This design comes from an exercise in tuning for small area, a short achievable clock period and few clock cycles per item on the open sky130 flow, not from production work.
RTL that was checked went through simulation tests only; none was proved equivalent to the original.
Power and IR drop assume default switching activity.

## the previous run
## CNC
module CNC(
    clk,
    rst_n,
    IN_VALID,
    MODE,
    IN,
    OUT_VALID,
    OUT
    );
input           clk, rst_n, IN_VALID;
input   [ 1:0]  MODE;
input   [ 7:0]  IN;
output          OUT_VALID;
output  [16:0]  OUT;
reg        OUT_VALID;
reg [16:0] OUT;
reg p1, p2, p3, p4, p5;
reg mul, sub;
reg [4:0]  BO, BT, BN;  
reg [8:0]  X;      
reg [8:0]  S;      
reg [15:0] P;      
wire busy = p1 | p2 | p3;
wire [8:0] V = p4 ? S : {IN[7], IN};
wire [10:0] Vx = {V[8], V, 1'b0};
wire [4:0] vo, vt, vn;
genvar k;
generate for (k = 0; k < 5; k = k + 1) begin : enc
    assign vo[k] = Vx[2*k+1] ^ Vx[2*k];
    assign vt[k] = (Vx[2*k+2] & ~Vx[2*k+1] & ~Vx[2*k]) | (~Vx[2*k+2] & Vx[2*k+1] & Vx[2*k]);
    assign vn[k] = Vx[2*k+2] & ~(Vx[2*k+1] & Vx[2*k]);
end endgenerate
wire       s_keep = p3 | (p2 & !mul);
wire       s_in   = !(p2 & !mul);
wire       s_neg  = p3 & sub;
wire [8:0] s_a    = s_keep ? S : 9'd0;
wire [8:0] s_b    = s_in ? ({IN[7], IN} ^ {9{s_neg}}) : 9'd0;
wire [8:0] s_next = s_a + s_b + s_neg;
reg         g;                                   
reg         a1en;                                
wire [16:0] A1 = a1en ? OUT : 17'd0;
    wire pp0_0 = ((BO[0] & X[0])) ^ BN[0];
    wire pp0_1 = ((BO[0] & X[1]) | (BT[0] & X[0])) ^ BN[0];
    wire pp0_2 = ((BO[0] & X[2]) | (BT[0] & X[1])) ^ BN[0];
    wire pp0_3 = ((BO[0] & X[3]) | (BT[0] & X[2])) ^ BN[0];
    wire pp0_4 = ((BO[0] & X[4]) | (BT[0] & X[3])) ^ BN[0];
    wire pp0_5 = ((BO[0] & X[5]) | (BT[0] & X[4])) ^ BN[0];
    wire pp0_6 = ((BO[0] & X[6]) | (BT[0] & X[5])) ^ BN[0];
    wire pp0_7 = ((BO[0] & X[7]) | (BT[0] & X[6])) ^ BN[0];
    wire pp0_8 = ((BO[0] & X[8]) | (BT[0] & X[7])) ^ BN[0];
    wire pp0_9 = ~(((BO[0] & X[8]) | (BT[0] & X[8])) ^ BN[0]);
    wire pp1_0 = ((BO[1] & X[0])) ^ BN[1];
    wire pp1_1 = ((BO[1] & X[1]) | (BT[1] & X[0])) ^ BN[1];
    wire pp1_2 = ((BO[1] & X[2]) | (BT[1] & X[1])) ^ BN[1];
    wire pp1_3 = ((BO[1] & X[3]) | (BT[1] & X[2])) ^ BN[1];
    wire pp1_4 = ((BO[1] & X[4]) | (BT[1] & X[3])) ^ BN[1];
    wire pp1_5 = ((BO[1] & X[5]) | (BT[1] & X[4])) ^ BN[1];
    wire pp1_6 = ((BO[1] & X[6]) | (BT[1] & X[5])) ^ BN[1];
    wire pp1_7 = ((BO[1] & X[7]) | (BT[1] & X[6])) ^ BN[1];
    wire pp1_8 = ((BO[1] & X[8]) | (BT[1] & X[7])) ^ BN[1];
    wire pp1_9 = ~(((BO[1] & X[8]) | (BT[1] & X[8])) ^ BN[1]);
  ...
==> flow/config.mk <==
export PLATFORM = sky130hd
export DESIGN_NAME = CNC
export DESIGN_NICKNAME = CNC
export VERILOG_FILES = /design/flow/design.v
export SDC_FILE = /design/flow/constraint.sdc
export NUM_CORES = 4
export LEC_CHECK = 0
export CAP_MARGIN = 20
export CORE_MARGIN = 2
export CORE_UTILIZATION = 65
export SETUP_SLACK_MARGIN = 3.8
export SLEW_MARGIN = 20
export SYNTH_HIERARCHICAL = 1
export SYNTH_MINIMUM_KEEP_SIZE = 0
==> flow/constraint.sdc <==
create_clock -name core_clock -period 7.5 [get_ports {clk}]
set_input_delay 1.5000 -clock core_clock [delete_from_list [all_inputs] [get_ports {clk}]]
set_output_delay 1.5000 -clock core_clock [all_outputs]
set_load 0.01 [all_outputs]
standard.sh (not shown) runs the stock make flow with config.mk's settings and CLKGATE_MAP_FILE= SYNTH_SCRIPT=/design/flow/synth_recipe.tcl, a recipe that flattens the netlist after the stock synthesis.
==> flow/flow/run.sh <==
#!/bin/bash
set -euo pipefail
export BUFFER_PORTS_ARGS="-buffer_cell sky130_fd_sc_hd__buf_2"
bash standard.sh > flow_make.log 2>&1
[inputs] the current run vs the previous run
-- flow/design.v --
<<< the previous run, line 23
wire busy = p1 | p2 | p3;
wire [8:0] V = p4 ? S : {IN[7], IN};
wire [10:0] Vx = {V[8], V, 1'b0};
wire [4:0] vo, vt, vn;
>>> the current run, line 23
wire busy = p1 | p2 | p3;
wire [8:0] V = p4 ? S : {IN[7], IN};
wire       vneg = p3 & mul;
wire [10:0] Vx = {V[8], V, 1'b0};
wire [4:0] vo, vt, vn;
<<< the previous run, line 29
    assign vo[k] = Vx[2*k+1] ^ Vx[2*k];
    assign vt[k] = (Vx[2*k+2] & ~Vx[2*k+1] & ~Vx[2*k]) | (~Vx[2*k+2] & Vx[2*k+1] & Vx[2*k]);
    assign vn[k] = Vx[2*k+2] & ~(Vx[2*k+1] & Vx[2*k]);
end endgenerate
wire       s_keep = p3 | (p2 & !mul);
>>> the current run, line 30
    assign vo[k] = Vx[2*k+1] ^ Vx[2*k];
    assign vt[k] = (Vx[2*k+2] & ~Vx[2*k+1] & ~Vx[2*k]) | (~Vx[2*k+2] & Vx[2*k+1] & Vx[2*k]);
    assign vn[k] = (Vx[2*k+2] & ~(Vx[2*k+1] & Vx[2*k])) ^ (vneg & (vo[k] | vt[k]));
end endgenerate
wire       s_keep = p3 | (p2 & !mul);
<<< the previous run, line 444
    else if (p1)         X <= mul ? 9'h001 : 9'h000;
    else if (p2)         X <= mul ? OUT[8:0] : (sub ? 9'h1ff : 9'h001);
    else if (p3)         X <= mul ? -OUT[8:0] : 9'h000;
    else if (p4)         X <= mul ? P[8:0] : 9'h001;
    else                 X <= 9'h001;
>>> the current run, line 445
    else if (p1)         X <= mul ? 9'h001 : 9'h000;
    else if (p2)         X <= mul ? OUT[8:0] : (sub ? 9'h1ff : 9'h001);
    else if (p3)         X <= mul ? OUT[8:0] : 9'h000;
    else if (p4)         X <= mul ? P[8:0] : 9'h001;
    else                 X <= 9'h001;
--- outcome ---
The current run ran to completion and came out clean on the timing, design-rule and antenna checks.
Comparing depth of the critical timing path with buffers and inverters included for the current run and the previous run, the bigger number came from the previous run.
On the current run: number of inverters outside the clock class in the layout is 7 lower than what the previous run gave.
The parity-gate share of the synthesized area counting xor and xnor cells on the previous run is in line with that on the current run.
Relative to the previous run, total design power increased by 2.6% in the current run.
Combinational power share, the current run and the previous run: lower on the previous run
The higher overall die area of the current run and the previous run is in the previous run.
Of the current run and the previous run, the higher global-route usage over all layers belongs to the current run.
The current run vs. the previous run: slack of the critical path grew by 140 ps, final clock period utilization by the worst path decreased 1.8 points, share of cells above drive strength 1 now sits lower, sequential-cell power consumption now smaller.
Testbench counts of the current run, summed over its fixed seeds: cycles 7,208, items 1,200.
Function not checked in the previous run: the RTL went through the layout flow alone.

==> re-timing with driven ports <==
The results above use ideal ports. As a check the final layouts listed here were re-extracted and re-timed, cells and wires unchanged.
Step 1: set_driving_cell puts a clkbuf_16 on clk and a buf_2 on each other input, an assumption about the parent block.
Step 2 moves the port delays by t, midway between the first and last clock arrival at a register: inputs arrive t later, outputs are due t later. That takes back most of the time a late clock gives input paths.
Three values: ideal ports, drivers, drivers and shift; two values: the first two.
run	t, ns	slack for setup (ns)	hold WS [ns]
the previous run	0.414	3.794 / 3.794 / 3.783	0.366 / 0.366 / 0.366
the current run	0.397	3.930 / 3.930 / 3.869	0.365 / 0.365 / 0.365
After both steps setup and hold are still met in every run listed. The setup slack of the current run, which loses most, moves by 0.000 ns with the drivers and by -0.061 ns with both steps.
